From an optimization exercise on the open Yosys and OpenROAD flow, aimed at small area, a short achievable clock period and few clock cycles; shortcuts taken in it are not production practice. No activity file was given, so power comes from the tool's default toggle rates.

// mest_pro
module mest_pro#(
    parameter OP_CODE_SIZE     = 4,
    parameter INSTRUCTION_SIZE = OP_CODE_SIZE + 8 + 8 + 8,
    parameter ROM_DEPTH = 65536
)(
    input clk,
    input i_reset_n,
    input i_start,
    output [$clog2(ROM_DEPTH)-1  :0] o_prog_counter,
    input [INSTRUCTION_SIZE-1    :0] i_instruction,
    output [8-1 :0] o_result,
    output o_valid_result,
    output o_carry,
    output o_zero_flag,
    output o_all_done
);
Size in the first run: ~600 cells after synthesis, ~59 I/O pins, roughly 4900 sq um of cells after synthesis.
clock: 5.0 ns
lec_check: 0
abc_area: 1
cap_margin: 20
core_margin: 2
core_utilization: 60
cts_buf_list: sky130_fd_sc_hd__clkbuf_8
setup_slack_margin: 3.05
slew_margin: 20
standard.sh (not shown) runs the stock make flow with config.mk's settings and CLKGATE_MAP_FILE= SYNTH_SCRIPT=/design/flow/synth_recipe.tcl, a recipe that flattens the netlist after the stock synthesis.
==> flow/flow/run.sh <==
#!/bin/bash
# Layout: the standard synthesis, then the standard ORFS steps with plain
# buffers (not delay cells) on the ports and free resizing.
set -euo pipefail
bash standard.sh synth > synth.log 2>&1
bash standard.sh BUFFER_PORTS_ARGS="-buffer_cell sky130_fd_sc_hd__buf_1" MATCH_CELL_FOOTPRINT=0 finish > layout.log 2>&1
Then changed:
- CORE_UTILIZATION: 60 -> 50
- SETUP_SLACK_MARGIN: 3.05 -> 2.95
What happened:
- The new run passed the timing, design-rule and antenna checks
- sequential cell count does not change
- cell area came out lower by 2.4%
- synthesized cell count does not change
Then changed:
- CORE_UTILIZATION: 50 -> 70
Effect:
- The new run completed with no timing, DRC or antenna violations
- synthesized cell count is unchanged
- combinational power rises by a few percent
- utilization came out higher by 24 points
- register-to-register slack degrades by 40 ps
- design area falls slightly
- routed wire length went down slightly
- global-route usage rose by 7.2 points
- area after synthesis stays the same
- clock-buffer cell count went down by 1
- power went up slightly
Then changed:
- CORE_UTILIZATION: 70 -> 60
- SETUP_SLACK_MARGIN: 2.95 -> 2.9
Effect: Register-to-register slack hardly moves. Wire length rose by 1.3%. Via count fell by 2.0%. Clock-buffer cell count rose by 1. Cell count rose by 2.7%. Total power rose by 3.1%. Sequential share of layout area fell by 0.27 points.
No functional check of the RTL was part of any run of this note.

* * *

mest_pro, a different RTL version from the one above (not shown whole).
For scale: about 650 cells after synthesis, about 59 I/O pins, ~0.0052 mm² of cells after synthesis.
export LEC_CHECK = 0
export ABC_AREA = 1
export CAP_MARGIN = 20
export CORE_MARGIN = 2
export CORE_UTILIZATION = 60
export CTS_BUF_LIST = sky130_fd_sc_hd__clkbuf_8
export SETUP_SLACK_MARGIN = 3.1
export SLEW_MARGIN = 20
create_clock -name core_clock -period 5.0 [get_ports {clk}]
Scripts as last shown in full above: flow/flow/run.sh
Next try:
Settings changed: SETUP_SLACK_MARGIN 3.1 to 2.9.
=>
- synthesized area stays the same
- worst hold slack is worse by 0.016 ns
- power falls by about 5%
- cell area falls by about 5%
- clock skew rises by 0.0037 ns
- via count falls by 4.3%
- wire length falls by 8.4%
- global-route usage falls by 1.7 points
- die area stays the same
- core utilization falls by 3.5 points
- worst setup slack is worse by 0.019 ns
No run of this note included a check of the RTL's function; only the layout flow was run.

* * *

P:
Another version of the RTL of mest_pro (not shown whole).
For scale: about 93 flip-flops, ~59 I/O pins.
export LEC_CHECK = 0
export ABC_AREA = 1
export CAP_MARGIN = 20
export CORE_MARGIN = 2
export CORE_UTILIZATION = 60
export CTS_BUF_LIST = sky130_fd_sc_hd__clkbuf_8
export SETUP_SLACK_MARGIN = 2.95
export SLEW_MARGIN = 20
create_clock -name core_clock -period 5.0 [get_ports {clk}]
==> flow/flow/run.sh <==
#!/bin/bash
# Layout: the standard synthesis, then the standard ORFS steps with plain
# buffers (not delay cells) on the ports and free resizing.
set -euo pipefail
bash standard.sh synth > synth.log 2>&1
bash standard.sh BUFFER_PORTS_ARGS="-buffer_cell sky130_fd_sc_hd__buf_1" MATCH_CELL_FOOTPRINT=0 CTS_ARGS="-sink_clustering_enable -repair_clock_nets -buf_list sky130_fd_sc_hd__clkbuf_8 -dont_use_dummy_load" finish > layout.log 2>&1
Edits applied to the flow inputs when going from P to Q:
- CORE_UTILIZATION now 55, was 60
--- outcome ---
Q and P ended up with roughly the same register fraction of the total cell area. Q vs P: number of core rows up by a few percent. Synthesized cell count came out exactly the same in P and Q. Overall routing resource usage: P and Q compared, lower one is Q. The run showing the smaller peak supply drop is Q. Compared with P, in Q total power neither gained nor lost much, standard cell area after detailed placement about even. P has higher maximum frequency than Q. In the flow results for P and Q, the minimum clock period is larger on Q. Compared to P, the router laid down more metal wire for Q.
Function was not checked in any run of this note: the RTL went through the layout flow alone.

## afterwards: timing with drivers on the ports
Ports are ideal in the flow. The routed layouts listed here were re-timed in OpenROAD. Step 1 sets driving cells, clkbuf_16 on the clock port and buf_2 on the other inputs (assumed; they add their load-dependent delay and slew). Step 2 adds t to the input delays and takes it off the output delays; t is the mean of the earliest and latest rising clock arrival at the registers after step 1. Input paths then give back, and output paths get back, about the clock's delay inside the block. a / b / c = ideal / step 1 / step 2; a / b = the first two.
| run | shift t [ns] | slack for setup (ns) | slew at the worst register clock pin (ns) |
|---|---|---|---|
| the first run of note 1 | 0.375 | 2.866 / 2.866 / 2.786 | 0.10 / 0.10 |
| the second run of note 1 | 0.382 | 2.883 / 2.883 / 2.615 | 0.09 / 0.09 |
| the third run of note 1 | 0.382 | 2.838 / 2.838 / 2.602 | 0.09 / 0.09 |
| the fourth run of note 1 | 0.379 | 2.826 / 2.826 / 2.660 | 0.09 / 0.09 |
| the first run of note 2 | 0.397 | 2.975 / 2.975 / 2.827 | 0.10 / 0.10 |
| the second run of note 2 | 0.378 | 2.955 / 2.955 / 2.690 | 0.10 / 0.10 |
| P | 0.354 | 3.042 / 3.040 / 2.709 | 0.09 / 0.09 |
| Q | 0.365 | 3.018 / 3.021 / 2.662 | 0.09 / 0.09 |
After both steps setup and hold are still met in every run listed. For Q, which loses most, drivers alone change the setup slack by +0.003 ns; drivers and shift together by -0.356 ns.
